Background: an optimization exercise with open tools, aiming at small area, a short achievable clock period and few clock cycles. Do not read the settings as production practice.
The RTL was checked by simulation tests, not by an equivalence proof against the original design.
No activity file was given, so power comes from the tool's default toggle rates.

==> flow/run.sh <==
#!/bin/bash
# synth_recipe.tcl (not shown) runs the flow's synth.tcl, then flattens the netlist and writes it again
# the make line also repeats each setting of config.mk as NAME=value (left out here)
make -C /OpenROAD-flow-scripts/flow DESIGN_CONFIG=/design/flow/config.mk WORK_HOME=/design/flow/orfs CLKGATE_MAP_FILE= SYNTH_SCRIPT=/design/flow/synth_recipe.tcl finish
==> flow/config.mk <==
export PLATFORM = sky130hd
export DESIGN_NAME = LASER
export DESIGN_NICKNAME = LASER
export VERILOG_FILES = /design/flow/design.v
export SDC_FILE = /design/flow/constraint.sdc
export NUM_CORES = 4
export LEC_CHECK = 0
export CAP_MARGIN = 20
export CORE_MARGIN = 2
export CORE_UTILIZATION = 40
export SLEW_MARGIN = 20
==> flow/constraint.sdc <==
create_clock -name core_clock -period 12.0 [get_ports {CLK}]
set_input_delay 2.4000 -clock core_clock [delete_from_list [all_inputs] [get_ports {CLK}]]
set_output_delay 2.4000 -clock core_clock [all_outputs]
set_load 0.01 [all_outputs]
==> flow/design.v <==
module LASER (
input CLK,
input RST,
input [3:0] X,
input [3:0] Y,
output reg [3:0] C1X,
output reg [3:0] C1Y,
output reg [3:0] C2X,
output reg [3:0] C2Y,
output reg DONE);
localparam NR = 38;            
localparam OP_NONE = 2'd0, OP_CAND = 2'd1, OP_REF = 2'd2, OP_INIT = 2'd3;
function [3:0] dm;
    input [3:0] a;
    input [3:0] q;
    reg k1, k2, k3;
    begin
        dm[0] = a[0] ^ q[0];
        k1 = a[0] & q[0];
        dm[1] = a[1] ^ q[1] ^ k1;
        k2 = (a[1] & q[1]) | (k1 & (a[1] ^ q[1]));
        dm[2] = a[2] ^ q[2] ^ k2;
        k3 = (a[2] & q[2]) | (k2 & (a[2] ^ q[2]));
        dm[3] = a[3] ^ q[3] ^ k3;
    end
endfunction
function [5:0] cside;
    input [3:0] c;
    cside = {c + 4'd1, c[3] & c[2], ~c[3] & ~c[2]};
endfunction
function cov;
    input [5:0] sx, sy;
    input [7:0] q;
    reg [3:0] dx, dy;
    reg fx, fy, t;
    begin
        fx = (sx[1] & q[7] & q[6]) | (sx[0] & ~q[7] & ~q[6]);
        fy = (sy[1] & q[3] & q[2]) | (sy[0] & ~q[3] & ~q[2]);
        dx = dm(sx[5:2], q[7:4]);
        dy = dm(sy[5:2], q[3:0]);
        case ({dx, dy})
            8'h00, 8'h01, 8'h02, 8'h03, 8'h04, 8'h0c, 8'h0d, 8'h0e, 8'h0f,
            8'h10, 8'h11, 8'h12, 8'h13, 8'h1d, 8'h1e, 8'h1f,
            8'h20, 8'h21, 8'h22, 8'h23, 8'h2d, 8'h2e, 8'h2f,
            8'h30, 8'h31, 8'h32, 8'h3e, 8'h3f,
            8'h40,
            8'hc0,
            8'hd0, 8'hd1, 8'hd2, 8'hde, 8'hdf,
            8'he0, 8'he1, 8'he2, 8'he3, 8'hed, 8'hee, 8'hef,
            8'hf0, 8'hf1, 8'hf2, 8'hf3, 8'hfd, 8'hfe, 8'hff: t = 1'b1;
            default: t = 1'b0;
        endcase
        cov = t & ~fx & ~fy;
    end
endfunction
function [7:0] mv;
    input [3:0] x, y;
    input circ;
    input [1:0] d;
    input [2:0] s;
    begin
        case (d)
            2'd0: mv = {x + {1'b0, s}, y};
            2'd1: mv = {x - {1'b0, s}, y};
            2'd2: mv = {x, circ ? y - {1'b0, s} : y + {1'b0, s}};
            default: mv = {x, circ ? y + {1'b0, s} : y - {1'b0, s}};
        endcase
    end
endfunction
function [1:0] fa;
    input a, b, c;
    fa = {(a & b) | (a & c) | (b & c), a ^ b ^ c};
endfunction
function [2:0] pc7;
    input [6:0] b;
    reg [1:0] s1, s2, s3, s4;
    begin
        s1 = fa(b[0], b[1], b[2]);
        s2 = fa(b[3], b[4], b[5]);
        s3 = fa(s1[0], s2[0], b[6]);
        s4 = fa(s1[1], s2[1], s3[1]);
        pc7 = {s4[1], s4[0], s3[0]};
    end
endfunction
reg inph;
reg [5:0] cnt;
reg [3:0] xr, yr;
reg ldr, p0r, p1r, lastr, cent;
reg [9:0] sumx, sumy;
reg [7:0] p1q;
reg [7:0] ring [0:NR-1];
integer j;
always @(posedge CLK or posedge RST) begin
    if (RST) begin
        inph <= 1'b1; cnt <= 6'd0;
        ldr <= 1'b0; p0r <= 1'b0; p1r <= 1'b0; lastr <= 1'b0; cent <= 1'b0;
    end else begin
        if (DONE) begin
            inph <= 1'b1; cnt <= 6'd0;
        end else if (inph) begin
            cnt <= cnt + 6'd1;
            if (cnt == 6'd39) inph <= 1'b0;
        end
        ldr <= inph;
        p0r <= inph && cnt == 6'd0;
        p1r <= inph && cnt == 6'd1;
        lastr <= inph && cnt == 6'd39;
        cent <= lastr;
    end
end
always @(posedge CLK) begin
    xr <= X; yr <= Y;
    if (ldr) begin
        sumx <= (p0r ? 10'd0 : sumx) + {6'd0, xr};
        sumy <= (p0r ? 10'd0 : sumy) + {6'd0, yr};
    end
    if (p1r) p1q <= ~{xr, yr};
    ring[0] <= ldr ? ~{xr, yr} : ring[NR-1];
    for (j = 1; j < NR; j = j + 1) ring[j] <= ring[j-1];
end
wire [9:0] qx10 = sumx / 10'd40;
wire [9:0] qy10 = sumy / 10'd40;
wire [3:0] qx = qx10[3:0];
wire [3:0] qy = qy10[3:0];
reg srch, stopped;
reg circle, ch, acc;
reg [1:0] d;
reg [2:0] I;
reg [5:0] maxc;
reg [1:0] op0, op1, op2;
reg [5:0] sx0, sy0, tx0, ty0;    
reg [6:0] mt0, mt1, mt2;         
reg [NR:0] u1;                   
reg [2:0] g2 [0:5];              
reg [NR-1:0] m1, m2;             
reg m1p, m2p;                    
wire [2:0] s_main = ch ? 3'd1 : I;
wire [3:0] movx = circle ? C1X : C2X;
wire [3:0] movy = circle ? C1Y : C2Y;
wire [7:0] ic = mv(movx, movy, circle, d, s_main);
wire [7:0] ip = mv(movx, movy, circle, d, I);
wire [5:0] nmax = ~maxc;
wire [6:0] tot = {4'd0, g2[0]} + {4'd0, g2[1]} + {4'd0, g2[2]} + {4'd0, g2[3]} +
                 {4'd0, g2[4]} + {4'd0, g2[5]} + {1'b0, nmax};
wire [5:0] count = {3'd0, g2[0]} + {3'd0, g2[1]} + {3'd0, g2[2]} + {3'd0, g2[3]} +
                   {3'd0, g2[4]} + {3'd0, g2[5]};
wire accept = (op2 == OP_CAND) && tot[6];
wire kc = mt2[6];
wire [1:0] kd = mt2[5:4];
wire [2:0] kI = mt2[3:1];
wire kch = mt2[0];
wire [3:0] kmx = kc ? C1X : C2X;
wire [3:0] kmy = kc ? C1Y : C2Y;
wire [7:0] kcand = mv(kmx, kmy, kc, kd, kch ? 3'd1 : kI);
wire done_n = srch && stopped && op0 == OP_NONE && op1 == OP_NONE && op2 == OP_NONE;
always @(posedge CLK or posedge RST) begin
    if (RST) begin
        srch <= 1'b0; op0 <= OP_NONE; op1 <= OP_NONE; op2 <= OP_NONE; DONE <= 1'b0;
    end else begin
        DONE <= done_n;
        if (done_n) srch <= 1'b0;
        else if (cent) srch <= 1'b1;
        op2 <= accept ? OP_NONE : op1;
        op1 <= (accept || op0 == OP_REF) ? OP_NONE : op0;
        if (accept) op0 <= OP_REF;
        else if (cent) op0 <= OP_INIT;
        else if (srch && !stopped) op0 <= OP_CAND;
        else op0 <= OP_NONE;
    end
end
wire [NR-1:0] fm = mt0[6] ? m2 : m1;
wire fmp = mt0[6] ? m2p : m1p;
wire init0 = (op0 == OP_INIT);
wire wr1 = (op0 == OP_REF && mt0[6]) || init0;
wire wr2 = (op0 == OP_REF && !mt0[6]) || init0;
wire [NR-1:0] chk;
wire chkp = cov(tx0, ty0, p1q);
genvar g;
generate
    for (g = 0; g < NR; g = g + 1) begin : CK
        assign chk[g] = cov(sx0, sy0, ring[g]);
    end
endgenerate
always @(posedge CLK) begin
    if (accept) begin
        sx0 <= cside(kcand[7:4]); sy0 <= cside(kcand[3:0]);
        tx0 <= cside(kcand[7:4]); ty0 <= cside(kcand[3:0]);
        mt0 <= {kc, 6'd0};
        if (kc) begin C1X <= kcand[7:4]; C1Y <= kcand[3:0]; end
        else    begin C2X <= kcand[7:4]; C2Y <= kcand[3:0]; end
        maxc <= count;
        stopped <= 1'b0;
        ch <= 1'b1;
        if (kd == 2'd3) begin
            circle <= ~kc; d <= 2'd0; I <= 3'd1; acc <= 1'b0;
        end else begin
            circle <= kc; d <= kd + 2'd1; I <= kch ? 3'd1 : kI; acc <= 1'b1;
        end
    end else if (cent) begin
        C1X <= qx; C1Y <= qy; C2X <= qx; C2Y <= qy;
        sx0 <= cside(qx); sy0 <= cside(qy); tx0 <= cside(qx); ty0 <= cside(qy);
        mt0 <= 7'd0;
        stopped <= 1'b0; circle <= 1'b0; d <= 2'd0; I <= 3'd1; ch <= 1'b0; acc <= 1'b0;
    end else begin
        if (op2 == OP_INIT) begin
            maxc <= count;
            ch <= count != 6'd0;
        end
        if (srch && !stopped) begin
            sx0 <= cside(ic[7:4]); sy0 <= cside(ic[3:0]);
            tx0 <= cside(ip[7:4]); ty0 <= cside(ip[3:0]);
            mt0 <= {circle, d, I, ch};
            if (d == 2'd3) begin
                circle <= ~circle; d <= 2'd0;
                if (!ch && I == 3'd7) stopped <= 1'b1;
                I <= ch ? 3'd1 : I + 3'd1;
                ch <= acc; acc <= 1'b0;
            end else begin
                d <= d + 2'd1;
                if (ch) I <= 3'd1;
            end
        end
    end
    for (j = 0; j < NR; j = j + 1)
        u1[j] <= chk[j] | (fm[j] & ~init0);
    u1[NR] <= chkp | (fmp & ~init0);
    mt1 <= mt0;
    for (j = 0; j < NR; j = j + 1) begin
        m1[j] <= wr1 ? chk[(j+NR-1)%NR] : m1[(j+NR-1)%NR];
        m2[j] <= wr2 ? chk[(j+NR-1)%NR] : m2[(j+NR-1)%NR];
    end
    if (wr1) m1p <= chkp;
    if (wr2) m2p <= chkp;
    g2[0] <= pc7(u1[6:0]);
    g2[1] <= pc7(u1[13:7]);
    g2[2] <= pc7(u1[20:14]);
    g2[3] <= pc7(u1[27:21]);
    g2[4] <= pc7(u1[34:28]);
    g2[5] <= pc7({3'b000, u1[38:35]});
    mt2 <= mt1;
end
endmodule
==> results of run 1 <==
[cells in the final DEF (no fill, tap or decap), types with 28 or more instances in the layout]
cell       instances
ha_1             153
nand2_1          203
xor2_1            68
o32ai_1           51
fa_1             212
clkbuf_16         64
nor2_1           188
a32oi_1           55
a21oi_1           91
nand3_1          138
mux2_2            35
nor2b_1           36
edfxtp_1          84
mux2i_1           63
o21ai_0          237
inv_1            308
nand2b_1          32
dfxtp_1          467
a221oi_1          28
xnor2_1          108
[per-layer routing]
metal / wire length [microns] / up-vias / track usage [%]
li1: - / 10900 / -
met1: 35600 / 11100 / 26.3
met2: 35700 / 484 / 31.1
met3: 3330 / 108 / 2.39
met4: 1500 / 0 / 4.59
met5: 0 / - / 0
[final cells by class]
cell class	instances	area share, %
inverter	311	3.34
timing repair buffer	52	1.30
tap	1040	3.72
multi-input combinational	2101	49.6
clock inverter	35	1.57
sequential	571	35.3
clock buffer	80	5.12
[worst paths after layout]
| path | startpoint | endpoint | depth (start not counted) |
|---|---|---|---|
| min in group asynchronous | RST | cent | 2 |
| max | maxc[2] | C1Y[1] | 13 |
| max reg2reg | maxc[2] | C1Y[1] | 13 |
| max in group asynchronous | RST | op2[1] | 2 |
| min | mt1[1] | mt2[1] | 0 |
| min reg2reg | mt1[1] | mt2[1] | 0 |
[where the power goes]
| part | total (uW) | switching, uW | internal, uW |
|---|---|---|---|
| clock network | 2160 | 805 | 1350 |
| registers | 1940 | 2.01 | 1940 |
| logic | 12.0 | 5.94 | 6.07 |
[sequential cells by signal (all words and copies together), names as in the netlist, 7 cells and up]
signal	count
m2	38
ring	304
sumx	10
p1q	8
g2	18
m1	38
mt2	7
sumy	10
mt1	7
mt0	7
u1	39
[through the flow]
step / hold slack [ps] / util (%)
2_1_floorplan: 310 / -
3_3_place_gp: 310 / 42.2
3_5_place_dp: 313 / 42.2
4_1_cts: 328 / 45.2
5_1_grt: 344 / 45.2
6_report: 328 / 45.2
[worst max-delay path: stages (launching register included)]
cell	delay, ps
edfxtp_1	390
fa_1	540
inv_1	50
fa_1	500
fa_1	570
fa_1	420
ha_1	300
nand4_1	90
a21oi_1	60
a211oi_1	620
mux2i_4	330
buf_4	400
nand2_1	150
o21ai_1	430
[cell families after synthesis]
kind of cell,count (synthesis),share of synthesized area [%]
DFF,571,39.6
xor gates and xnor gates,194,6.27
AOI/OAI and AO/OA,676,14.1
adders and majority gates,367,19.8
muxes,101,3.39
buffers and inverters,402,5.01
and+or+nand+nor,763,11.9
==> results.yml, run 1 <==
synth:
  yosysTopAreaCell: "dfxtp_1"
  async_flop_share_pct: 3.50
  synth_edf_count: 84
  ys_types: 89
  synthFlopType: "dfxtp_1"
  synthTopCellsByCount: "dfxtp_1 (467), inv_1 (310), o21ai_0 (241)"
  seq_area_frac_synth_pct: 39.6
  avgSynthCellArea_sq_um: 10.2
  yosysMostFrequentCell: "dfxtp_1"
  synth_fp_nets: 3449
  synth_top_area_share_pct: 29.9
  yosys-top-cells-area: "dfxtp_1 (30%), fa_1 (14%), edfxtp_1 (8.1%)"
  yosysWarnings: 3
  synth_area_sq_um: 31300
  netlist_instances: 3074
  ys_ff_latch: 571
place:
  io_buffer_count: 26
  dpl_worst_slack_ps: 6670
  gp_congestion: 0.842
  dp_cells: 4075
  hpwl_mm: 52.0
  placed_area_sq_um: 32700
cts:
  clk_pin_slew_worst_paths_ps: 60
  holdBufCountCts: 0
  cts_buffer_depth: 3
  clock_sinks: 571
  h-tree-depth: 2
  cts_buffers: 61
  clkLatencyLatePin_ps: 630
  cts_root_buf: "clkbuf_16"
  cts_setup_buffers: 0
  cts_tree: "yes"
  ctsResizeCount: 0
finish:
  syn_to_final_growth_pct: 12.0
  final_net_count: 3473
  drive_above_1_share_pct: 6.25
  finalNonFillerCells: 4190
  fillers: 7395
  antenna_cells: 0
  multi_input_area_sq_um: 17400
  seqCellArea_sq_um: 12400
  stdcell_area_sq_um: 35000
worst_setup_path:
  cp_max_fo: 41
  critPathArrivalTime_ps: 5510
  critPathKind: "reg2reg"
  reg2reg_slack_ps: 6750
  worstPathRequired_ps: 12260
  start_kind: "flop"
  cp-end-kind: "flop"
route:
  wl_mm: 76.1
  drc: 0
  final_antenna_net_count: 0
  vias_per_cell: 5.37
  drtPass1Iterations: 5
  via_count: 22500
  wl_per_cell_microns: 18.2
  drt_iter0_markers: 1340
timing:
  relSlewSlack_pct: 27.5
  finalMaxSlewViolations: 0
  rsz0062_at_grt: "false"
  finalSetupTns_ps: 0
  setup_ws_ps: 6750
  final_hold_viol_count: 0
  tightest_slew_ps: 1090
  post-route-period-util_pct: 43.8
  finalSetupViolCount: 0
  clock_skew_ps: 28.2
  fin_crit_ps: 5250
  max_freq_mhz: 190
die:
  row_count: 102
  die_w_microns: 284
  die_area_sq_um: 80400
  core-area_sq_um: 77500
  initial_core_util_pct: 40.4
  io_pins: 27
  die_y_microns: 284
worst_hold_path:
  hold_class: "reg2reg"
global_route:
  grt-ovfl-total: 0
  grt_pass1_wl_mm: 122
  grt_util_all_layers_pct: 18.9
  first_global_vias: 22000
  grt_antenna_before_repair: 0
  grt_max_degree: 58
run_status:
  status: "finished clean"
run:
  cap_violations: 0
pwr:
  power_density_nw_per_um2: 117
  p_total_uw: 4110
  leakagePower_uw: 0.0143
  irDropWorstVdd_mv: 0.111
Testbench counts, summed over its fixed seeds: cycles 45,102.
==> run 2, diff against run 1 <==
--- a/flow/design.v
+++ b/flow/design.v
@@ -9,4 +9,6 @@
 output reg [3:0] C2Y,
 output reg DONE);
+reg [3:0] c1x, c1y, c2x, c2y;
+reg done_i;
 localparam NR = 38;            
 localparam OP_NONE = 2'd0, OP_CAND = 2'd1, OP_REF = 2'd2, OP_INIT = 2'd3;
@@ -72,4 +74,21 @@
     fa = {(a & b) | (a & c) | (b & c), a ^ b ^ c};
 endfunction
+function [3:0] pc13;
+    input [12:0] b;
+    reg [1:0] a1, a2, a3, a4, b1, b2, c1, c2, d1, e1;
+    begin
+        a1 = fa(b[0], b[1], b[2]);
+        a2 = fa(b[3], b[4], b[5]);
+        a3 = fa(b[6], b[7], b[8]);
+        a4 = fa(b[9], b[10], b[11]);
+        b1 = fa(a1[0], a2[0], a3[0]);
+        b2 = fa(a4[0], b[12], b1[0]);           
+        c1 = fa(a1[1], a2[1], a3[1]);
+        c2 = fa(a4[1], b1[1], b2[1]);
+        d1 = fa(c1[0], c2[0], 1'b0);             
+        e1 = fa(c1[1], c2[1], d1[1]);            
+        pc13 = {e1[1], e1[0], d1[0], b2[0]};
+    end
+endfunction
 function [2:0] pc7;
     input [6:0] b;
@@ -86,6 +105,7 @@
 reg [5:0] cnt;
 reg [3:0] xr, yr;
-reg ldr, p0r, p1r, lastr, cent;
-reg [9:0] sumx, sumy;
+reg ldr, p0r, p1r, lastr;
+reg [3:0] qxr, qyr;           
+reg [5:0] rxr, ryr;           
 reg [7:0] p1q;
 reg [7:0] ring [0:NR-1];
@@ -94,7 +114,7 @@
     if (RST) begin
         inph <= 1'b1; cnt <= 6'd0;
-        ldr <= 1'b0; p0r <= 1'b0; p1r <= 1'b0; lastr <= 1'b0; cent <= 1'b0;
+        ldr <= 1'b0; p0r <= 1'b0; p1r <= 1'b0; lastr <= 1'b0;
     end else begin
-        if (DONE) begin
+        if (done_i) begin
             inph <= 1'b1; cnt <= 6'd0;
         end else if (inph) begin
@@ -106,12 +126,12 @@
         p1r <= inph && cnt == 6'd1;
         lastr <= inph && cnt == 6'd39;
-        cent <= lastr;
     end
 end
 always @(posedge CLK) begin
+    C1X <= c1x; C1Y <= c1y; C2X <= c2x; C2Y <= c2y;
     xr <= X; yr <= Y;
     if (ldr) begin
-        sumx <= (p0r ? 10'd0 : sumx) + {6'd0, xr};
-        sumy <= (p0r ? 10'd0 : sumy) + {6'd0, yr};
+        qxr <= qxn; rxr <= rxn;
+        qyr <= qyn; ryr <= ryn;
     end
     if (p1r) p1q <= ~{xr, yr};
@@ -119,8 +139,14 @@
     for (j = 1; j < NR; j = j + 1) ring[j] <= ring[j-1];
 end
-wire [9:0] qx10 = sumx / 10'd40;
-wire [9:0] qy10 = sumy / 10'd40;
-wire [3:0] qx = qx10[3:0];
-wire [3:0] qy = qy10[3:0];
+wire [5:0] tx_ = (p0r ? 6'd0 : rxr) + {2'd0, xr};
+wire [5:0] ty_ = (p0r ? 6'd0 : ryr) + {2'd0, yr};
+wire ovx = tx_ >= 6'd40;
+wire ovy = ty_ >= 6'd40;
+wire [3:0] qxn = (p0r ? 4'd0 : qxr) + {3'd0, ovx};
+wire [3:0] qyn = (p0r ? 4'd0 : qyr) + {3'd0, ovy};
+wire [5:0] rxn = ovx ? tx_ - 6'd40 : tx_;
+wire [5:0] ryn = ovy ? ty_ - 6'd40 : ty_;
+wire [3:0] qx = qxn;
+wire [3:0] qy = qyn;
 reg srch, stopped;
 reg circle, ch, acc;
@@ -132,31 +158,52 @@
 reg [6:0] mt0, mt1, mt2;         
 reg [NR:0] u1;                   
-reg [2:0] g2 [0:5];              
+reg [3:0] g2 [0:2];              
 reg [NR-1:0] m1, m2;             
 reg m1p, m2p;                    
 wire [2:0] s_main = ch ? 3'd1 : I;
-wire [3:0] movx = circle ? C1X : C2X;
-wire [3:0] movy = circle ? C1Y : C2Y;
+wire [3:0] movx = circle ? c1x : c2x;
+wire [3:0] movy = circle ? c1y : c2y;
 wire [7:0] ic = mv(movx, movy, circle, d, s_main);
 wire [7:0] ip = mv(movx, movy, circle, d, I);
 wire [5:0] nmax = ~maxc;
-wire [6:0] tot = {4'd0, g2[0]} + {4'd0, g2[1]} + {4'd0, g2[2]} + {4'd0, g2[3]} +
-                 {4'd0, g2[4]} + {4'd0, g2[5]} + {1'b0, nmax};
-wire [5:0] count = {3'd0, g2[0]} + {3'd0, g2[1]} + {3'd0, g2[2]} + {3'd0, g2[3]} +
-                   {3'd0, g2[4]} + {3'd0, g2[5]};
-wire accept = (op2 == OP_CAND) && tot[6];
+wire [5:0] count = {2'd0, g2[0]} + {2'd0, g2[1]} + {2'd0, g2[2]};
+wire [3:0] cs_s, cs_c;
+wire [5:0] ct_s, ct_c;
+genvar h;
+generate
+    for (h = 0; h < 4; h = h + 1) begin : CSA1
+        assign {cs_c[h], cs_s[h]} = fa(g2[0][h], g2[1][h], g2[2][h]);
+    end
+    for (h = 0; h < 6; h = h + 1) begin : CSA2
+        wire a_ = (h < 4) ? cs_s[h] : 1'b0;
+        wire b_ = (h >= 1 && h <= 4) ? cs_c[h-1] : 1'b0;
+        assign {ct_c[h], ct_s[h]} = fa(a_, b_, nmax[h]);
+    end
+endgenerate
+wire [6:0] cg, cp;
+assign cg[0] = 1'b0; assign cp[0] = ct_s[0];
+generate
+    for (h = 1; h < 6; h = h + 1) begin : GP
+        assign cg[h] = ct_s[h] & ct_c[h-1];
+        assign cp[h] = ct_s[h] | ct_c[h-1];
+    end
+endgenerate
+wire c6 = cg[5] | (cp[5] & (cg[4] | (cp[4] & (cg[3] | (cp[3] & (cg[2] | (cp[2] & cg[1])))))));
+wire accept = (op2 == OP_CAND) && (ct_c[5] ^ c6);
 wire kc = mt2[6];
 wire [1:0] kd = mt2[5:4];
 wire [2:0] kI = mt2[3:1];
 wire kch = mt2[0];
-wire [3:0] kmx = kc ? C1X : C2X;
-wire [3:0] kmy = kc ? C1Y : C2Y;
+wire [3:0] kmx = kc ? c1x : c2x;
+wire [3:0] kmy = kc ? c1y : c2y;
 wire [7:0] kcand = mv(kmx, kmy, kc, kd, kch ? 3'd1 : kI);
+wire cent = lastr;
 wire done_n = srch && stopped && op0 == OP_NONE && op1 == OP_NONE && op2 == OP_NONE;
 always @(posedge CLK or posedge RST) begin
     if (RST) begin
-        srch <= 1'b0; op0 <= OP_NONE; op1 <= OP_NONE; op2 <= OP_NONE; DONE <= 1'b0;
+        srch <= 1'b0; op0 <= OP_NONE; op1 <= OP_NONE; op2 <= OP_NONE; DONE <= 1'b0; done_i <= 1'b0;
     end else begin
         DONE <= done_n;
+        done_i <= done_n;
         if (done_n) srch <= 1'b0;
         else if (cent) srch <= 1'b1;
@@ -187,6 +234,6 @@
         tx0 <= cside(kcand[7:4]); ty0 <= cside(kcand[3:0]);
         mt0 <= {kc, 6'd0};
-        if (kc) begin C1X <= kcand[7:4]; C1Y <= kcand[3:0]; end
-        else    begin C2X <= kcand[7:4]; C2Y <= kcand[3:0]; end
+        if (kc) begin c1x <= kcand[7:4]; c1y <= kcand[3:0]; end
+        else    begin c2x <= kcand[7:4]; c2y <= kcand[3:0]; end
         maxc <= count;
         stopped <= 1'b0;
@@ -198,5 +245,5 @@
         end
     end else if (cent) begin
-        C1X <= qx; C1Y <= qy; C2X <= qx; C2Y <= qy;
+        c1x <= qx; c1y <= qy; c2x <= qx; c2y <= qy;
         sx0 <= cside(qx); sy0 <= cside(qy); tx0 <= cside(qx); ty0 <= cside(qy);
         mt0 <= 7'd0;
@@ -232,10 +279,7 @@
     if (wr1) m1p <= chkp;
     if (wr2) m2p <= chkp;
-    g2[0] <= pc7(u1[6:0]);
-    g2[1] <= pc7(u1[13:7]);
-    g2[2] <= pc7(u1[20:14]);
-    g2[3] <= pc7(u1[27:21]);
-    g2[4] <= pc7(u1[34:28]);
-    g2[5] <= pc7({3'b000, u1[38:35]});
+    g2[0] <= pc13(u1[12:0]);
+    g2[1] <= pc13(u1[25:13]);
+    g2[2] <= pc13(u1[38:26]);
     mt2 <= mt1;
 end
==> flow/flow/run.sh (new file) <==
#!/bin/bash
set -euo pipefail
bash standard.sh finish "BUFFER_PORTS_ARGS=-buffer_cell sky130_fd_sc_hd__buf_4" > standard_flow.log 2>&1
==> flow/standard.sh (new file) <==
#!/bin/bash
# synth_recipe.tcl (not shown) runs the flow's synth.tcl, then flattens the netlist and writes it again
# the make line also repeats each setting of config.mk as NAME=value (left out here)
make -C /OpenROAD-flow-scripts/flow DESIGN_CONFIG=/design/flow/config.mk WORK_HOME=/design/flow/orfs CLKGATE_MAP_FILE= SYNTH_SCRIPT=/design/flow/synth_recipe.tcl "${@:-finish}"
removed: flow/run.sh
==> results.yml, run 2 <==
worst_setup_path:
  worstPathRequired_ps: 12310
  crit_path_start: "p0r"
  crit_path_frequent_cell: "ha_1"
  cp.depth: 15
  worst-r2r-cell-count: 15
  slowest_delay_ps: 720
  crit_path_top_delay_cell: "dfrtp_1"
  critPathTopFamily: "adder cells"
  critPathArrivalTime_ps: 4310
  worstReg2RegEnd: "ty0[5]"
  reg2reg_slack_ps: 8010
  cp_max_fo: 20
  critPathKind: "reg2reg"
  worst-path-buf-inv: 0
  path_cells: "nor2b_1 > ha_1 > fa_1 > a21o_1 > a21oi_1 > xor2_1 > nor2_1 > nor2b_1 > ha_1 > ha_1 > xnor2_1 > nand3_1 > xnor2_1 > nand3_1 > o221ai_1"
  timing.rr.start: "p0r"
  cp-endpoint: "ty0[5]"
  start_kind: "flop"
  cp-end-kind: "flop"
finish:
  finalNonFillerCells: 4252
  reg_top3: "ring x304, u1 x39"
  drive_above_1_share_pct: 7.00
  final_net_count: 3509
  syn_to_final_growth_pct: 12.1
  final_cell_mix: "dfxtp_1 (477), inv_1 (403), fa_1 (202)"
  layout_commonest_cell: "dfxtp_1"
  largest_register: "ring"
  largest_register_ffs: 304
  antenna_cells: 0
synth:
  avgSynthCellArea_sq_um: 10.2
  ys_types: 91
  synth_area_sq_um: 31600
  yosysMostFrequentCell: "dfxtp_1"
  synth_fp_nets: 3465
  yosys-top-cells-area: "dfxtp_1 (30%), fa_1 (13%), edfxtp_1 (8.0%)"
  ys_ff_latch: 580
  synth_edf_count: 84
  seq_area_frac_synth_pct: 39.7
  yosysWarnings: 3
  yosysTopAreaCell: "dfxtp_1"
  async_flop_share_pct: 3.28
  synthTopCellsByCount: "dfxtp_1 (477), inv_1 (407), fa_1 (202)"
  netlist_instances: 3103
  synthFlopType: "dfxtp_1"
  synth_top_area_share_pct: 30.2
timing:
  finalSetupTns_ps: 0
  rsz0062_at_grt: "false"
  tightest_slew_ps: 983
  relSlewSlack_pct: 34.3
  clock_skew_ps: 27.0
  final_hold_viol_count: 0
  finalMaxSlewViolations: 0
  fin_crit_ps: 3990
  post-route-period-util_pct: 33.3
  finalSetupViolCount: 0
  max_freq_mhz: 250
die:
  die_w_microns: 285
  row_count: 103
  die_y_microns: 285
  die_area_sq_um: 81300
  io_pins: 27
  initial_core_util_pct: 40.2
  core-area_sq_um: 78600
cts:
  h-tree-depth: 3
  clk_pin_slew_worst_paths_ps: 60
  cts_root_buf: "clkbuf_16"
  clkLatencyLatePin_ps: 610
  cts_setup_buffers: 0
  clock_sinks: 580
  cts_tree: "yes"
  cts_buffers: 67
  holdBufCountCts: 0
  cts_buffer_depth: 3
  ctsResizeCount: 0
pwr:
  switching_power_uw: 861
  pwr-share-seq_pct: 46.9
  clkPwrFrac_pct: 52.7
  swShare_pct: 20.5
  power_density_nw_per_um2: 119
  p_comb_share_pct: 0.4
  p_int_uw: 3350
  leakagePower_uw: 0.0148
  irDropWorstVdd_mv: 0.0856
global_route:
  grt-ovfl-total: 0
  grt_antenna_before_repair: 2
  grt_pass1_wl_mm: 119
  grt_max_degree: 74
  grt_util_all_layers_pct: 18.3
  first_global_vias: 22200
route:
  via_count: 22000
  drtPass1Iterations: 5
  drc: 0
  final_antenna_net_count: 0
  wl_mm: 73.0
  vias_per_cell: 5.17
  drt_iter0_markers: 1400
  wl_per_cell_microns: 17.2
worst_hold_path:
  hold_class: "reg2reg"
  min_path_cells: 0
place:
  dp_cells: 4128
  gp_congestion: 0.838
  hpwl_mm: 49.4
  io_buffer_count: 26
run_status:
  status: "finished clean"
run:
  cap_violations: 0
-- run 2: cell types whose count changed after synthesis, sizes merged, moves of 48 or more --
cell,change
o32ai,-48
nand2b,+54
nand3,-57
o21ai,-60
inv,+96
-- run 2: power by group through the flow --
| stage | Sequential, uW | Combinational (uW) | Clock (uW) |
|---|---|---|---|
| global placement | 2010 | 18.0 | 0 |
| detailed placement | 2010 | 18.1 | 0 |
| floorplan | 2010 | 12.1 | 0 |
| global route | 1970 | 20.8 | 2350 |
| CTS | 1970 | 18.3 | 2270 |
| finish | 1970 | 18.0 | 2220 |
-- run 2: how the worst min path moves through the flow --
stage	start	slack, ps	to
floorplan	mt1[0]	310	mt2[0]
global placement	mt1[4]	310	mt2[4]
detailed placement	mt1[2]	310	mt2[2]
CTS	mt1[0]	330	mt2[0]
global route	mt1[4]	340	mt2[4]
finish	mt1[3]	330	mt2[3]
-- run 2: per-layer routing --
| layer | global-route usage (%) | wire (microns) |
|---|---|---|
| met4 | 5.18 | 1890 |
| met5 | 0 | 0 |
| met2 | 30.0 | 33800 |
| met3 | 2.90 | 3450 |
| met1 | 24.9 | 33800 |
-- run 2: per-stage QoR --
stage                     utilization [%]  hold slack, ps  power, uW  worst slack (ps)  area [sq um]
final                                45.1             331       4210              8010         35500
after floorplan                         -             310       2020              7990         31600
after detailed placement             42.0             314       2030              7980         33000
after global routing                 45.1             338       4340              7580         35500
after global placement               42.0             311       2030              8040         33000
after CTS                            45.1             333       4260              7980         35500
-- run 2: cells by family (layout without fill, tap and decap cells) --
kind of cell	after synthesis	count (layout)	share of synthesized area [%]
AO/OA/AOI/OAI	618	618	12.9
adder cells (fa/ha/maj)	357	357	18.9
multiplexers	110	110	3.57
buffers and inverters	482	581	5.89
AND/OR/NAND/NOR	779	779	12.7
XOR/XNOR	177	177	6.42
flip-flops	580	580	39.7
-- run 2: cell type report --
type	instances	area (sq um)
timing repair buffer	50	375
clock inverter	27	367
clock buffer	97	2080
sequential	580	12500
inverter	407	1530
multi-input combinational	2041	17200
fill	7453	43100
tap	1050	1310
Testbench counts of run 2, summed over its fixed seeds: cycles 44,782.
==> run 3, diff against run 2 <==
==> flow/run.sh (new file) <==
#!/bin/bash
# synth_recipe.tcl (not shown) runs the flow's synth.tcl, then flattens the netlist and writes it again
# the make line also repeats each setting of config.mk as NAME=value (left out here)
make -C /OpenROAD-flow-scripts/flow DESIGN_CONFIG=/design/flow/config.mk WORK_HOME=/design/flow/orfs CLKGATE_MAP_FILE= SYNTH_SCRIPT=/design/flow/synth_recipe.tcl finish
removed: flow/flow/run.sh
removed: flow/standard.sh
==> results.yml, run 3 <==
run_status:
  status: "finished clean"
synth:
  seq_area_frac_synth_pct: 39.7
  synthFlopType: "dfxtp_1"
  synth_fp_nets: 3465
  yosys-top-cells-area: "dfxtp_1 (30%), fa_1 (13%), edfxtp_1 (8.0%)"
  avgSynthCellArea_sq_um: 10.2
  synth_top_area_share_pct: 30.2
  yosysMostFrequentCell: "dfxtp_1"
  yosysWarnings: 3
  synth_edf_count: 84
  synth_area_sq_um: 31600
  synthTopCellsByCount: "dfxtp_1 (477), inv_1 (407), fa_1 (202)"
  ys_types: 91
  yosysTopAreaCell: "dfxtp_1"
  ys_ff_latch: 580
  netlist_instances: 3103
  async_flop_share_pct: 3.28
worst_setup_path:
  path_cells: "nor2b_1 > ha_1 > fa_1 > a21o_1 > a21oi_1 > xor2_1 > nor2_1 > nor2b_1 > ha_1 > ha_1 > ha_1 > a21oi_1 > a21oi_1"
  critPathKind: "reg2reg"
  crit_path_frequent_cell: "ha_1"
  crit_path_top_delay_cell: "dfrtp_1"
  slowest_delay_ps: 750
  worst-path-buf-inv: 0
  critPathTopFamily: "adder cells"
  cp-end-kind: "flop"
  critPathArrivalTime_ps: 4440
  start_kind: "flop"
  cp_max_fo: 20
  worstPathRequired_ps: 12310
global_route:
  first_global_vias: 21500
  grt_antenna_before_repair: 1
  grt_max_degree: 74
  grt-ovfl-total: 0
  grt_pass1_wl_mm: 117
  grt_util_all_layers_pct: 17.9
place:
  dp_cells: 4128
  gp_congestion: 0.842
  io_buffer_count: 26
  hpwl_mm: 49.4
  dpl_worst_slack_ps: 7830
route:
  vias_per_cell: 5.17
  drt_iter0_markers: 1303
  wl_mm: 72.3
  drtPass1Iterations: 5
  via_count: 21900
  drc: 0
  wl_per_cell_microns: 17.0
  final_antenna_net_count: 0
cts:
  clkLatencyLatePin_ps: 620
  clock_sinks: 580
  ctsResizeCount: 0
  cts_setup_buffers: 0
  cts_buffers: 68
  cts_buffer_depth: 3
  cts_root_buf: "clkbuf_16"
  h-tree-depth: 3
  clk_pin_slew_worst_paths_ps: 60
  cts_tree: "yes"
  holdBufCountCts: 0
finish:
  final_net_count: 3510
  antenna_cells: 0
  drive_above_1_share_pct: 6.01
  multi_input_area_sq_um: 17200
  syn_to_final_growth_pct: 11.6
  final_cell_mix: "dfxtp_1 (477), inv_1 (403), fa_1 (202)"
  finalNonFillerCells: 4246
  layout_commonest_cell: "dfxtp_1"
  largest_register: "ring"
  seqCellArea_sq_um: 12500
  fillers: 7452
  reg_top3: "ring x304, u1 x39"
  largest_register_ffs: 304
timing:
  post-route-period-util_pct: 34.5
  finalSetupViolCount: 0
  max_freq_mhz: 242
  fin_crit_ps: 4130
  clock_skew_ps: 40.7
  finalSetupTns_ps: 0
  final_hold_viol_count: 0
  tightest_slew_ps: 1020
  finalMaxSlewViolations: 0
  setup_ws_ps: 7870
  rsz0062_at_grt: "false"
  relSlewSlack_pct: 31.4
die:
  io_pins: 27
  row_count: 103
  die_y_microns: 285
  die_w_microns: 285
  core-area_sq_um: 78600
  initial_core_util_pct: 40.2
  die_area_sq_um: 81300
pwr:
  power_density_nw_per_um2: 115
  leakagePower_uw: 0.0146
  irDropWorstVdd_mv: 0.101
  p_total_uw: 4050
worst_hold_path:
  hold_class: "reg2reg"
run:
  cap_violations: 0
==> run 3: layout make-up <==
class | count | area share (%)
sequential | 580 | 35.5
timing repair buffer | 50 | 1.25
inverter | 407 | 4.34
clock buffer | 85 | 5.23
multi-input combinational | 2041 | 48.9
tap | 1050 | 3.72
clock inverter | 33 | 1.07
==> run 3: stage by stage <==
stage / area [sq um] / utilization [%] / hold slack (ps)
after floorplan: 31600 / - / 310
after global placement: 33100 / 42.1 / 311
after detailed placement: 33100 / 42.1 / 314
after CTS: 35300 / 44.9 / 293
after global routing: 35300 / 44.9 / 313
final: 35300 / 44.9 / 296
==> run 3: layer usage <==
metal / wire, microns / track usage [%]
met1: 34200 / 24.6
met2: 33200 / 29.0
met3: 2730 / 2.73
met4: 2120 / 5.59
met5: 0 / 0
==> run 3: worst paths after layout <==
kind                        start  endpoint  slack, ps  depth (start not counted)
max in group asynchronous     RST    op1[0]       9220                          2
min in group asynchronous     RST    cnt[3]       2260                          2
hold reg to reg            mt1[6]    mt2[6]        300                          0
setup / recovery              p0r    sx0[3]       7870                         13
hold / removal             mt1[6]    mt2[6]        300                          0
setup reg to reg              p0r    sx0[3]       7870                         13
==> run 3: cells by family (layout without fill, tap and decap cells) <==
group	count (synthesis)	count (layout)	synth area share (%)
and+or+nand+nor	779	779	12.7
AOI/OAI and AO/OA	618	618	12.9
DFF	580	580	39.7
buffers and inverters	482	575	5.89
adders and majority gates	357	357	18.9
xor gates and xnor gates	177	177	6.42
muxes	110	110	3.57
==> run 3: report_power, final <==
group          internal, uW  switching [uW]  total [uW]
sequential             1970            2.47        1970
combinational          8.59            10.2        18.8
clock                  1210             851        2060
total                  3190             863        4050
==> run 4, diff against run 3 <==
==> flow/flow/run.sh (new file) <==
#!/bin/bash
set -euo pipefail
bash standard.sh finish "BUFFER_PORTS_ARGS=-buffer_cell sky130_fd_sc_hd__buf_4" SETUP_SLACK_MARGIN=8.4 > standard_flow.log 2>&1
==> flow/standard.sh (new file) <==
#!/bin/bash
# synth_recipe.tcl (not shown) runs the flow's synth.tcl, then flattens the netlist and writes it again
# the make line also repeats each setting of config.mk as NAME=value (left out here)
make -C /OpenROAD-flow-scripts/flow DESIGN_CONFIG=/design/flow/config.mk WORK_HOME=/design/flow/orfs CLKGATE_MAP_FILE= SYNTH_SCRIPT=/design/flow/synth_recipe.tcl "${@:-finish}"
removed: flow/run.sh
==> results.yml, run 4 <==
run_status:
  status: "finished clean"
synth:
  synthTopCellsByCount: "dfxtp_1 (477), inv_1 (407), fa_1 (202)"
  ys_ff_latch: 580
  synth_edf_count: 84
  yosys-top-cells-area: "dfxtp_1 (30%), fa_1 (13%), edfxtp_1 (8.0%)"
  synth_top_area_share_pct: 30.2
  yosysWarnings: 3
  ys_types: 91
  yosysMostFrequentCell: "dfxtp_1"
  async_flop_share_pct: 3.28
  seq_area_frac_synth_pct: 39.7
  yosysTopAreaCell: "dfxtp_1"
  synth_fp_nets: 3465
  synthFlopType: "dfxtp_1"
  avgSynthCellArea_sq_um: 10.2
  synth_area_sq_um: 31600
  netlist_instances: 3103
finish:
  fillers: 7374
  antenna_cells: 0
  postLayoutCoreUtil_pct: 45.7
  largest_register: "ring"
  drive_above_1_share_pct: 10.3
  stdcell_area_sq_um: 35900
  layout_commonest_cell: "dfxtp_1"
  reg_top3: "ring x304, u1 x39"
  final_cell_mix: "dfxtp_1 (476), inv_1 (402), nand2_1 (200)"
  largest_register_ffs: 304
  final_net_count: 3541
  syn_to_final_growth_pct: 13.6
route:
  final_antenna_net_count: 0
  drtPass1Iterations: 5
  via_count: 22100
  drt_iter0_markers: 1665
  wl_per_cell_microns: 17.4
  drt-met1-wl_mm: 35.0
  route.met3.wl_mm: 3.18
  top_layer: "met5"
  drc: 0
  dr_wl_met2_mm: 34.3
  vias_per_cell: 5.16
  wl_mm: 74.6
die:
  io_pins: 27
  row_count: 103
  die_y_microns: 285
  core-area_sq_um: 78600
  initial_core_util_pct: 40.2
  die_w_microns: 285
  die_area_sq_um: 81300
cts:
  cts_tree: "yes"
  cts_root_buf: "clkbuf_16"
  h-tree-depth: 3
  cts_buffer_depth: 3
  clkLatencyLatePin_ps: 610
  cts_buffers: 69
  clk_pin_slew_worst_paths_ps: 50
  clock_sinks: 580
timing:
  finalSetupViolCount: 0
  tightest_slew_ps: 897
  fin_crit_ps: 3530
  max_freq_mhz: 283
  relSlewSlack_pct: 40.1
  final_hold_viol_count: 0
  rsz0062_at_grt: "true"
  finalMaxSlewViolations: 0
  finalSetupTns_ps: 0
  clock_skew_ps: 30.3
  post-route-period-util_pct: 29.5
worst_setup_path:
  path_cells: "buf_4"
  worstReg2RegEnd: "sy0[4]"
  critPathKind: "reg2out"
  worst-path-buf-inv: 1
  critPathArrivalTime_ps: 1130
  worstPathRequired_ps: 9600
  start_kind: "flop"
  cp-end-kind: "primary output"
  timing.rr.start: "p0r"
  reg2reg_slack_ps: 8520
  cp_max_fo: 2
  worst-r2r-cell-count: 14
  critPathTopFamily: "flip-flops"
  crit_path_top_delay_cell: "dfrtp_2"
  slowest_delay_ps: 390
pwr:
  power_density_nw_per_um2: 113
  switching_power_uw: 853
  leakagePower_uw: 0.0149
  clkPwrFrac_pct: 51.1
  p_comb_share_pct: 0.5
  swShare_pct: 21.0
  pwr-share-seq_pct: 48.4
  irDropWorstVdd_mv: 0.110
  p_int_uw: 3220
global_route:
  grt-ovfl-total: 0
  first_global_vias: 21900
  grt_util_all_layers_pct: 18.4
  grt_max_degree: 74
  grt_pass1_wl_mm: 120
  grt_antenna_before_repair: 3
place:
  hpwl_mm: 49.1
  placed_area_sq_um: 33200
  io_buffer_count: 26
  gp_congestion: 0.833
worst_hold_path:
  min_path_cells: 0
  hold_class: "reg2reg"
  whs_endpoint: "mt2[1]"
  min_from: "mt1[1]"
run:
  cap_violations: 0
run 4: cell types whose count changed in the layout (fill, tap and decap cells not counted), sizes merged:
| cell | before | now |
|---|---|---|
| clkinv | 26 | 18 |
| buf | 24 | 76 |
| clkbuf | 85 | 93 |
| inv | 408 | 406 |
| clkinvlp | 1 | 10 |
| clkdlybuf4s50 | 26 | 0 |
run 4: final cells by class:
class	count	area, sq um	share of cell area [%]
multi-input combinational	2041	17600	49.0
sequential	580	12600	34.9
clock buffer	90	1920	5.33
inverter	407	1550	4.30
tap	1050	1310	3.66
timing repair buffer	79	669	1.86
clock inverter	31	330	0.919
timing repair inverter	1	7.51	0.0209
run 4: routing by layer:
layer,vias up,global-route usage [%]
li1,10800,-
met1,10600,25.4
met2,489,29.8
met3,126,2.85
met4,2,5.43
met5,-,0
run 4: worst max path at each step:
stage	start	end	slack, ps	cells past startpoint
2_1_floorplan	sy0[3]	m1[10]	8230	10
3_3_place_gp	p0r	sy0[4]	7800	14
3_5_place_dp	p0r	sy0[4]	7770	14
4_1_cts	p0r	sy0[4]	8370	14
5_1_grt	circle	sy0[5]	8350	11
6_report	DONE	DONE	8470	1
run 4: per-stage QoR:
stage / cells / hold WS [ps] / setup slack (ps) / total power [uW]
finish: 4279 / 324 / 8470 / 4070
floorplan: 3103 / 310 / 8230 / 2020
global placement: 4128 / 310 / 7800 / 2030
detailed placement: 4128 / 314 / 7770 / 2030
CTS: 4262 / 325 / 8370 / 4110
global route: 4279 / 324 / 8350 / 4190
run 4: cells by family (layout without fill, tap and decap cells):
kind of cell               count (synthesis)  after routing  share of synthesized area [%]
xor gates and xnor gates                 177            177                           6.42
adders and majority gates                357            357                           18.9
DFF                                      580            580                           39.7
AOI/OAI and AO/OA                        618            618                           12.9
buffers and inverters                    482            608                           5.89
muxes                                    110            110                           3.57
and+or+nand+nor                          779            779                           12.7
run 4: power groups by stage:
stage,Clock [uW],Combinational [uW],Sequential (uW)
6_report,2080,20.2,1970
5_1_grt,2200,22.7,1970
2_1_floorplan,0,12.1,2010
3_3_place_gp,0,17.9,2010
3_5_place_dp,0,18.1,2010
4_1_cts,2120,18.7,1970
run 4: repair_timing:
| action | 4_1_cts | 5_1_grt |
|---|---|---|
| endpoints found under the setup margin | 158 | 82 |
| resized for setup | 20 | 45 |
| cloned | 1 | 2 |
| buffers inserted | 12 | 15 |
| hold buffers | 0 | 0 |
| pin swaps | 1 | 12 |
==> run 5, diff against run 4 <==
--- a/flow/design.v
+++ b/flow/design.v
@@ -199,5 +199,6 @@
 wire [7:0] kcand = mv(kmx, kmy, kc, kd, kch ? 3'd1 : kI);
 wire cent = lastr;
-wire done_n = srch && stopped && op0 == OP_NONE && op1 == OP_NONE && op2 == OP_NONE;
+wire done_n = srch && stopped && op0 == OP_NONE && op1 == OP_NONE &&
+              (op2 == OP_NONE || (op2 == OP_CAND && !accept));
 always @(posedge CLK or posedge RST) begin
     if (RST) begin
==> flow/flow/run.sh (replaced) <==
#!/bin/bash
# The standard layout, with two changes to how it is made:
#  - port buffers of a regular buffer cell (buf_4) instead of the delay cell
#    that buffer_ports picks by default;
#  - repair_timing asked for more setup margin than the 12 ns clock needs,
#    so that it also works on paths that already meet 12 ns.
set -euo pipefail
bash standard.sh finish "BUFFER_PORTS_ARGS=-buffer_cell sky130_fd_sc_hd__buf_4" SETUP_SLACK_MARGIN=8.5 > standard_flow.log 2>&1
==> results.yml, run 5 <==
die:
  die_y_microns: 284
  initial_core_util_pct: 40.5
  die_area_sq_um: 80700
  row_count: 102
  core-area_sq_um: 77600
  die_w_microns: 284
  io_pins: 27
route:
  wl_mm: 75.7
  route.met3.wl_mm: 3.46
  dr_wl_met2_mm: 34.6
  via_count: 22100
  final_antenna_net_count: 0
  drtPass1Iterations: 6
  drt-met1-wl_mm: 35.8
  drt_iter0_markers: 1564
  vias_per_cell: 5.13
  wl_per_cell_microns: 17.6
  top_layer: "met4"
  drc: 0
cts:
  cts_buffers: 67
  clk_pin_slew_worst_paths_ps: 60
  cts_root_buf: "clkbuf_16"
  h-tree-depth: 3
  clkLatencyLatePin_ps: 620
  cts_tree: "yes"
  cts_buffer_depth: 3
  holdBufCountCts: 0
  clock_sinks: 580
global_route:
  grt_max_degree: 76
  grt_antenna_before_repair: 1
  grt_util_all_layers_pct: 18.3
  first_global_vias: 21600
  grt-ovfl-total: 0
  grt_pass1_wl_mm: 118
synth:
  yosysWarnings: 3
  yosys-top-cells-area: "dfxtp_1 (30%), fa_1 (13%), edfxtp_1 (8.0%)"
  avgSynthCellArea_sq_um: 10.1
  ys_ff_latch: 580
  synth_edf_count: 84
  synth_area_sq_um: 31400
  synthTopCellsByCount: "dfxtp_1 (477), inv_1 (415), nand2_1 (220)"
  synth_top_area_share_pct: 30.4
  seq_area_frac_synth_pct: 40.0
  async_flop_share_pct: 3.28
  synth_fp_nets: 3476
  ys_types: 82
  yosysTopAreaCell: "dfxtp_1"
  synthFlopType: "dfxtp_1"
  netlist_instances: 3114
  yosysMostFrequentCell: "dfxtp_1"
worst_setup_path:
  start_kind: "flop"
  timing.rr.start: "circle"
  cp_max_fo: 2
  worst-r2r-cell-count: 13
  slowest_delay_ps: 420
  cp-end-kind: "primary output"
  critPathTopFamily: "flip-flops"
  worstPathRequired_ps: 9600
  critPathArrivalTime_ps: 1160
  crit_path_top_delay_cell: "dfrtp_2"
  worst-path-buf-inv: 1
  worstReg2RegEnd: "sy0[4]"
  cp.depth: 1
  reg2reg_slack_ps: 8590
  path_cells: "buf_6"
  critPathKind: "reg2out"
place:
  io_buffer_count: 26
  gp_congestion: 0.821
  dp_cells: 4128
  hpwl_mm: 49.3
pwr:
  p_int_uw: 3250
  swShare_pct: 21.0
  clkPwrFrac_pct: 51.5
  pwr-share-seq_pct: 47.9
  switching_power_uw: 865
  p_comb_share_pct: 0.6
  leakagePower_uw: 0.0151
  power_density_nw_per_um2: 114
  irDropWorstVdd_mv: 0.109
worst_hold_path:
  whs_endpoint: "mt2[2]"
  hold_class: "reg2reg"
  min_path_cells: 0
  min_from: "mt1[2]"
timing:
  finalSetupViolCount: 0
  clock_skew_ps: 18.5
  rsz0062_at_grt: "true"
  post-route-period-util_pct: 29.7
  max_freq_mhz: 281
  final_hold_viol_count: 0
  finalSetupTns_ps: 0
  finalMaxSlewViolations: 0
  tightest_slew_ps: 948
  relSlewSlack_pct: 36.8
  fin_crit_ps: 3560
finish:
  postLayoutCoreUtil_pct: 46.6
  layout_commonest_cell: "dfxtp_1"
  finalNonFillerCells: 4308
  reg_top3: "ring x304, u1 x39"
  antenna_cells: 0
  final_net_count: 3577
  drive_above_1_share_pct: 11.4
  syn_to_final_growth_pct: 15.3
  largest_register_ffs: 304
  final_cell_mix: "dfxtp_1 (475), inv_1 (409), nand2_1 (218)"
  largest_register: "ring"
run_status:
  status: "finished clean"
run:
  cap_violations: 0
run 5: cell types whose count changed after synthesis, moves of 8 or more:
cell	before	now
a21boi_0	1	11
xor3_1	23	15
xor2_1	46	62
inv_1	407	415
mux2i_1	87	95
nor3_1	36	23
a22oi_1	12	20
nand2_1	201	220
run 5: worst max path at each step:
stage                   from  endpoint  slack, ps
floorplan             sy0[3]    m2[34]       8230
global placement         p0r    sx0[5]       8100
detailed placement       p0r    sx0[5]       7980
CTS                     DONE      DONE       8400
global route        g2[1][2]    sy0[2]       8400
finish                  DONE      DONE       8440
run 5: final cells by class:
class / instances / area [sq um]
fill: 7310 / 41400
clock buffer: 95 / 1930
timing repair buffer: 105 / 988
timing repair inverter: 1 / 7.51
tap: 1040 / 1300
clock inverter: 27 / 373
inverter: 415 / 1580
multi-input combinational: 2045 / 17500
sequential: 580 / 12600
run 5: cells by family after synthesis:
| logic type | Yosys count | synth area share, % |
|---|---|---|
| flip-flops | 580 | 40.0 |
| buffers and inverters | 490 | 6.07 |
| AND/OR/NAND/NOR | 780 | 12.5 |
| AO/OA/AOI/OAI | 602 | 12.4 |
| adder cells (fa/ha/maj) | 360 | 19.1 |
| XOR/XNOR | 188 | 6.23 |
| multiplexers | 114 | 3.71 |
run 5: power by group through the flow:
stage	clock (uW)	sequential (uW)	combinational, uW
after floorplan	0	2010	12.2
after global placement	0	2010	18.0
after detailed placement	0	2010	18.3
after CTS	2170	1970	19.2
after global routing	2240	1970	25.5
final	2120	1970	22.7
run 5: what timing repair did:
action,in CTS,in global routing
endpoints found under the setup margin,161,108
buffers inserted,10,41
gates resized for setup,29,79
pin swaps,4,26
cloned,1,6
run 5: through the flow:
stage | worst slack [ps] | total power, uW | hold slack, ps | cell area, sq um
after global placement | 8100 | 2030 | 310 | 33000
after floorplan | 8230 | 2020 | 310 | 31600
after global routing | 8400 | 4240 | 326 | 36200
final | 8440 | 4110 | 325 | 36200
after CTS | 8400 | 4160 | 325 | 35500
after detailed placement | 7980 | 2030 | 312 | 33000
run 5: metal layers:
layer  global-route usage, %  up-vias
met5                       0        -
met4                    5.32        0
met3                    2.78      107
met2                    29.6      484
met1                    25.4    10700
li1                        -    10800
Testbench counts of run 5, summed over its fixed seeds: cycles 44,462.
==> run 6, diff against run 5 <==
--- a/flow/design.v
+++ b/flow/design.v
@@ -129,4 +129,6 @@
 end
 always @(posedge CLK) begin
+    DONE <= done_n;
+    done_i <= done_n;
     C1X <= c1x; C1Y <= c1y; C2X <= c2x; C2Y <= c2y;
     xr <= X; yr <= Y;
@@ -203,8 +205,6 @@
 always @(posedge CLK or posedge RST) begin
     if (RST) begin
-        srch <= 1'b0; op0 <= OP_NONE; op1 <= OP_NONE; op2 <= OP_NONE; DONE <= 1'b0; done_i <= 1'b0;
+        srch <= 1'b0; op0 <= OP_NONE; op1 <= OP_NONE; op2 <= OP_NONE;
     end else begin
-        DONE <= done_n;
-        done_i <= done_n;
         if (done_n) srch <= 1'b0;
         else if (cent) srch <= 1'b1;
--- a/flow/flow/run.sh
+++ b/flow/flow/run.sh
@@ -6,3 +6,3 @@
 #    so that it also works on paths that already meet 12 ns.
 set -euo pipefail
-bash standard.sh finish "BUFFER_PORTS_ARGS=-buffer_cell sky130_fd_sc_hd__buf_4" SETUP_SLACK_MARGIN=8.5 > standard_flow.log 2>&1
+bash standard.sh finish "BUFFER_PORTS_ARGS=-buffer_cell sky130_fd_sc_hd__buf_4" SETUP_SLACK_MARGIN=8.7 > standard_flow.log 2>&1
==> results.yml, run 6 <==
synth:
  seq_area_frac_synth_pct: 40.0
  yosys-top-cells-area: "dfxtp_1 (30%), fa_1 (13%), edfxtp_1 (8.0%)"
  synth-xor-area-share_pct: 6.23
  yosysTopAreaCell: "dfxtp_1"
  async_flop_share_pct: 3.10
  yosys.area_share.simple_pct: 12.5
  ys_ff_latch: 580
  yosysWarnings: 3
  synth_compound_area_share_pct: 12.4
  synth_top_family_by_area: "adder cells"
  ys_types: 82
  synth_area_sq_um: 31400
  synth_mux_area_share_pct: 3.71
  synth_fp_nets: 3476
  synth-adder-area-share_pct: 19.1
  synth_top_area_share_pct: 30.5
  netlist_instances: 3114
  synthTopCellsByCount: "dfxtp_1 (478), inv_1 (415), nand2_1 (220)"
  yosysMostFrequentCell: "dfxtp_1"
  synth_edf_count: 84
  avgSynthCellArea_sq_um: 10.1
  synthFlopType: "dfxtp_1"
route:
  drc: 0
  drtPass1Iterations: 5
  wl_per_cell_microns: 17.8
  vias_per_cell: 5.13
  drt_iter0_markers: 1712
  wl_mm: 77.5
  final_antenna_net_count: 0
  via_count: 22300
worst_setup_path:
  cp.depth: 1
  start_kind: "flop"
  crit_path_top_delay_cell: "dfxtp_4"
  critPathKind: "reg2out"
  timing.rr.start: "sy0[2]"
  path_cells: "buf_6"
  critPathTopFamily: "flip-flops"
  cp-end-kind: "primary output"
  crit_path_start: "DONE"
  worst-r2r-cell-count: 14
  worstPathRequired_ps: 9600
  slowest_delay_ps: 360
  worstReg2RegEnd: "u1[33]"
  cp-endpoint: "DONE"
  worst-path-buf-inv: 1
  cp_max_fo: 2
  reg2reg_slack_ps: 8660
  critPathArrivalTime_ps: 1060
timing:
  relSlewSlack_pct: 25.3
  tightest_slew_ps: 1110
  finalSetupViolCount: 0
  setup_ws_ps: 8540
  rsz0062_at_grt: "true"
  fin_crit_ps: 3460
  clock_skew_ps: 35.4
  finalSetupTns_ps: 0
  post-route-period-util_pct: 28.8
  final_hold_viol_count: 0
  max_freq_mhz: 289
  finalMaxSlewViolations: 0
cts:
  clk_pin_slew_worst_paths_ps: 60
  clock_sinks: 580
  cts_root_buf: "clkbuf_16"
  cts_buffers: 66
  clkLatencyLatePin_ps: 610
  holdBufCountCts: 0
  h-tree-depth: 3
  cts_tree: "yes"
  cts_buffer_depth: 3
pwr:
  switching_power_uw: 847
  irDropWorstVdd_mv: 0.110
  p_comb_share_pct: 0.7
  p_int_uw: 3350
  swShare_pct: 20.2
  leakagePower_uw: 0.0156
  pwr-share-seq_pct: 47.0
  power_density_nw_per_um2: 112
  clkPwrFrac_pct: 52.3
global_route:
  grt_antenna_before_repair: 1
  grt_pass1_wl_mm: 120
  grt_max_degree: 76
  grt-ovfl-total: 0
  first_global_vias: 21600
  grt_util_all_layers_pct: 18.6
place:
  hpwl_mm: 49.3
  io_buffer_count: 26
  dpl_worst_slack_ps: 7970
  gp_congestion: 0.837
die:
  die_w_microns: 284
  io_pins: 27
  initial_core_util_pct: 40.4
  die_area_sq_um: 80700
  core-area_sq_um: 77600
  row_count: 102
  die_y_microns: 284
run_status:
  status: "finished clean"
worst_hold_path:
  hold_class: "reg2reg"
finish:
  largest_register: "ring"
  largest_register_ffs: 304
  reg_top3: "ring x304, u1 x39"
  final_net_count: 3624
  syn_to_final_growth_pct: 19.5
  fillers: 7136
  layout_commonest_cell: "dfxtp_1"
  final_cell_mix: "dfxtp_1 (462), inv_1 (401), nand2_1 (218)"
  drive_above_1_share_pct: 16.8
run:
  cap_violations: 0
==> run 6: cell types whose count changed in the layout (fill, tap and decap cells not counted), moves of 11 or more <==
cell,delta
fa_1,-31
nand3_1,-11
buf_6,+17
xnor2_1,-16
nand3_2,+11
xnor2_2,+15
dfxtp_2,+14
o21ai_0,-36
dfxtp_1,-13
fa_2,+31
o21ai_1,+28
buf_4,+23
==> run 6: through the flow <==
step	power (uW)	utilization [%]	area, sq um	instances	hold WS, ps
after global placement	2030	42.6	33000	4128	310
after detailed placement	2030	42.6	33000	4128	312
after floorplan	2020	-	31700	3114	310
after global routing	4320	48.3	37500	4352	333
final	4190	48.3	37500	4353	325
after CTS	4240	46.6	36100	4296	325
==> run 6: layout make-up <==
| cell class | count | area (sq um) | area share [%] |
|---|---|---|---|
| inverter | 415 | 1580 | 4.20 |
| clock buffer | 87 | 1920 | 5.11 |
| timing repair inverter | 1 | 7.51 | 0.0200 |
| clock inverter | 31 | 452 | 1.20 |
| sequential | 580 | 12600 | 33.5 |
| multi-input combinational | 2045 | 18100 | 48.3 |
| tap | 1040 | 1300 | 3.47 |
| timing repair buffer | 153 | 1550 | 4.13 |
| antenna | 1 | 2.50 | 0.00667 |
==> run 6: worst min path at each step <==
stage / startpoint / end / slack (ps) / cells past startpoint
3_5_place_dp: mt1[1] / mt2[1] / 310 / 0
3_3_place_gp: mt1[5] / mt2[5] / 310 / 0
4_1_cts: mt1[1] / mt2[1] / 320 / 0
5_1_grt: mt1[1] / mt2[1] / 330 / 0
2_1_floorplan: mt1[0] / mt2[0] / 310 / 0
6_report: mt1[1] / mt2[1] / 330 / 0
==> run 6: timing repair <==
action | in CTS | in global routing
resized for setup | 85 | 202
endpoints found under the setup margin | 225 | 163
pin swaps | 14 | 95
gates cloned | 4 | 8
setup buffers | 46 | 48
==> run 6: power groups by stage <==
stage | clock network, uW | registers, uW | logic [uW]
global route | 2320 | 1970 | 31.0
floorplan | 0 | 2010 | 12.5
detailed placement | 0 | 2010 | 18.5
finish | 2200 | 1970 | 27.8
global placement | 0 | 2010 | 18.1
CTS | 2250 | 1970 | 24.4
==> run 6: cell families after synthesis <==
| logic type | count (synthesis) |
|---|---|
| AOI/OAI and AO/OA | 602 |
| xor gates and xnor gates | 188 |
| adders and majority gates | 360 |
| buffers and inverters | 490 |
| DFF | 580 |
| muxes | 114 |
| and+or+nand+nor | 780 |
==> run 6: metal layers <==
layer  wire length (microns)  track usage, %
met5                       0               0
met4                    1640            5.28
met3                    3050            2.50
met2                   35800            29.9
met1                   37100            26.1
Testbench counts of run 6, summed over its fixed seeds: cycles 44,462.
==> run 7, diff against run 6 <==
--- a/flow/flow/run.sh
+++ b/flow/flow/run.sh
@@ -6,3 +6,3 @@
 #    so that it also works on paths that already meet 12 ns.
 set -euo pipefail
-bash standard.sh finish "BUFFER_PORTS_ARGS=-buffer_cell sky130_fd_sc_hd__buf_4" SETUP_SLACK_MARGIN=8.7 > standard_flow.log 2>&1
+bash standard.sh finish "BUFFER_PORTS_ARGS=-buffer_cell sky130_fd_sc_hd__buf_4" SETUP_SLACK_MARGIN=8.7 CTS_CLUSTER_SIZE=28 CTS_CLUSTER_DIAMETER=70 > standard_flow.log 2>&1
--- a/flow/config.mk
+++ b/flow/config.mk
@@ -8,4 +8,4 @@
 export CAP_MARGIN = 20
 export CORE_MARGIN = 2
-export CORE_UTILIZATION = 40
+export CORE_UTILIZATION = 65
 export SLEW_MARGIN = 20
==> results.yml, run 7 <==
global_route:
  gr-usage-met1_pct: 40.4
  met3_usage_pct: 3.67
  grt-ovfl-total: 0
  use_met2_pct: 53.1
  grt_pass1_wl_mm: 122
  grt_max_degree: 56
  grt_util_all_layers_pct: 30.9
  grt_antenna_before_repair: 0
  first_global_vias: 23100
  top_usage_layer: "met2"
finish:
  antenna_cells: 0
  syn_to_final_growth_pct: 15.2
  reg_top3: "ring x304, u1 x39"
  largest_register: "ring"
  multi_input_area_sq_um: 18200
  final_cell_mix: "dfxtp_1 (458), inv_1 (401), nand2_1 (218)"
  drive_above_1_share_pct: 16.4
  final_net_count: 3612
  seqCellArea_sq_um: 12600
  finalNonFillerCells: 3890
  fillers: 3268
  layout_commonest_cell: "dfxtp_1"
  largest_register_ffs: 304
cts:
  clkLatencyLatePin_ps: 590
  clk_pin_slew_worst_paths_ps: 90
  cts_buffer_depth: 3
  cts_root_buf: "clkbuf_16"
  clock_sinks: 580
  holdBufCountCts: 0
  cts_tree: "yes"
  cts_buffers: 37
  h-tree-depth: 2
pwr:
  pwr-share-seq_pct: 57.8
  leakagePower_uw: 0.0152
  p_int_uw: 2640
  p_comb_share_pct: 0.8
  power_density_nw_per_um2: 94.1
  switching_power_uw: 760
  swShare_pct: 22.3
  irDropWorstVdd_mv: 0.121
  clkPwrFrac_pct: 41.4
timing:
  fin_crit_ps: 3520
  whs_ps: 323
  finalSetupTns_ps: 0
  rsz0062_at_grt: "true"
  tightest_slew_ps: 921
  post-route-period-util_pct: 29.3
  max_freq_mhz: 284
  finalSetupViolCount: 0
  finalMaxSlewViolations: 0
  clock_skew_ps: 27.7
  relSlewSlack_pct: 38.1
  final_hold_viol_count: 0
worst_setup_path:
  crit_path_top_delay_cell: "dfrtp_4"
  worst-path-buf-inv: 2
  path_cells: "buf_12 > nor2b_4 > buf_4 > fa_2 > a21o_1 > a21oi_2 > xor2_2 > nor2_2 > nor2b_4 > ha_4 > ha_4 > ha_1 > xor2_1 > a21oi_1 > a21oi_1"
  critPathTopFamily: "adder cells"
  cp_max_fo: 6
  critPathKind: "reg2reg"
  worstPathRequired_ps: 12320
  critPathArrivalTime_ps: 3830
  cp-end-kind: "flop"
  start_kind: "flop"
  slowest_delay_ps: 510
synth:
  yosysTopAreaCell: "dfxtp_1"
  async_flop_share_pct: 3.10
  synthTopCellsByCount: "dfxtp_1 (478), inv_1 (415), nand2_1 (220)"
  synth_fp_nets: 3476
  ys_types: 82
  yosysMostFrequentCell: "dfxtp_1"
  synthFlopType: "dfxtp_1"
  seq_area_frac_synth_pct: 40.0
  yosys-top-cells-area: "dfxtp_1 (30%), fa_1 (13%), edfxtp_1 (8.0%)"
  netlist_instances: 3114
  yosysWarnings: 3
  synth_edf_count: 84
  synth_area_sq_um: 31400
  avgSynthCellArea_sq_um: 10.1
  ys_ff_latch: 580
  synth_top_area_share_pct: 30.5
route:
  via_count: 23400
  vias_per_cell: 6.01
  drt_iter0_markers: 1705
  drtPass1Iterations: 5
  wl_mm: 79.9
  final_antenna_net_count: 0
  drc: 0
  wl_per_cell_microns: 20.5
die:
  io_pins: 27
  die_y_microns: 224
  die_w_microns: 224
  row_count: 80
  initial_core_util_pct: 65.7
  die_area_sq_um: 50100
  core-area_sq_um: 47700
worst_hold_path:
  hold_class: "reg2reg"
place:
  gp_congestion: 0.894
  hpwl_mm: 51.0
  dp_cells: 3704
  io_buffer_count: 26
run_status:
  status: "finished clean"
run:
  cap_violations: 0
## run 7: cell counts after synthesis
No cell type changed its count.
## run 7: stage by stage
step / worst slack [ps] / instance area (sq um) / power (uW) / util, %
3_3_place_gp: 7930 / 32500 / 2030 / 68.1
3_5_place_dp: 7830 / 32500 / 2030 / 68.1
6_report: 8480 / 36200 / 3400 / 75.7
2_1_floorplan: 8290 / 31700 / 2020 / -
5_1_grt: 8380 / 36200 / 3490 / 75.7
4_1_cts: 8510 / 34700 / 3420 / 72.6
## run 7: path summary, 6_finish.rpt
kind,from,end,slack (ps),cells past startpoint
min in group asynchronous,RST,cnt[3],1960,2
min reg2reg,mt1[6],mt2[6],320,0
max reg2reg,p0r,sx0[4],8480,15
max,p0r,sx0[4],8480,15
max in group asynchronous,RST,p0r,9470,2
min,mt1[6],mt2[6],320,0
## run 7: worst register-to-register path: cells and delay by family (launching register included)
kind	cells	cell delay, ps
AO/OA/AOI/OAI	4	790
adder cells (fa/ha/maj)	4	960
buffers and inverters	2	260
flip-flops	1	510
AND/OR/NAND/NOR	3	290
XOR/XNOR	2	440
## run 7: area by class of cell
class | count | area share, %
clock buffers | 43 | 2.68
clock inverters | 21 | 0.858
inverters | 415 | 4.36
multi-input cells | 2045 | 50.4
flip-flops and latches | 580 | 34.8
well taps | 615 | 2.13
repair buffers | 168 | 4.75
repair inverters | 3 | 0.0554
## run 7: cell families (layout without fill, tap and decap cells)
kind of cell / count (synthesis) / count (layout) / share of synthesized area (%)
AND/OR/NAND/NOR: 780 / 781 / 12.5
AO/OA/AOI/OAI: 602 / 602 / 12.4
flip-flops: 580 / 580 / 40.0
buffers and inverters: 490 / 650 / 6.07
adder cells (fa/ha/maj): 360 / 360 / 19.1
XOR/XNOR: 188 / 188 / 6.23
multiplexers: 114 / 114 / 3.71
## run 7: routing by layer
layer / share of wire [%] / vias up
li1: - / 10800
met1: 41 / 11500
met2: 49 / 886
met3: 6.5 / 188
met4: 3.6 / 0
met5: 0 / -
## run 7: what timing repair did
item	in CTS	in global routing
gates resized for setup	113	200
gates cloned	5	8
setup endpoints to repair	234	180
buffers inserted	45	64
pin swaps	34	101
## run 7: power by group through the flow
stage | registers, uW | logic, uW | clock network (uW)
floorplan | 2010 | 12.5 | 0
CTS | 1970 | 23.9 | 1430
global placement | 2010 | 17.6 | 0
global route | 1970 | 29.3 | 1490
finish | 1970 | 26.8 | 1410
detailed placement | 2010 | 18.7 | 0

separate check: timing with driven ports:
In the flow no input, the clock included, has a driving cell. The finished layouts below were timed again as built, in two steps.
Step 1 assumes that a clkbuf_16 drives the clock port and a buf_2 every other input.
Step 2, shift: input delay + t, output delay - t, t = (earliest + latest rising clock arrival at the registers) / 2. This alone moves slack from input paths to output paths.
Slacks: no drivers / after step 1 / after step 2; pairs: no drivers / after step 1.
run	t, ns	setup WS [ns]
run 1	0.679	6.745 / 6.745 / 6.745
run 2	0.665	8.007 / 8.007 / 8.007
run 3	0.665	7.866 / 7.852 / 7.866
run 4	0.657	8.466 / 8.404 / 8.520
run 5	0.669	8.441 / 8.378 / 8.593
run 6	0.652	8.544 / 8.481 / 8.660
run 7	0.631	8.483 / 8.480 / 8.483
After both steps setup and hold are still met in every run listed.
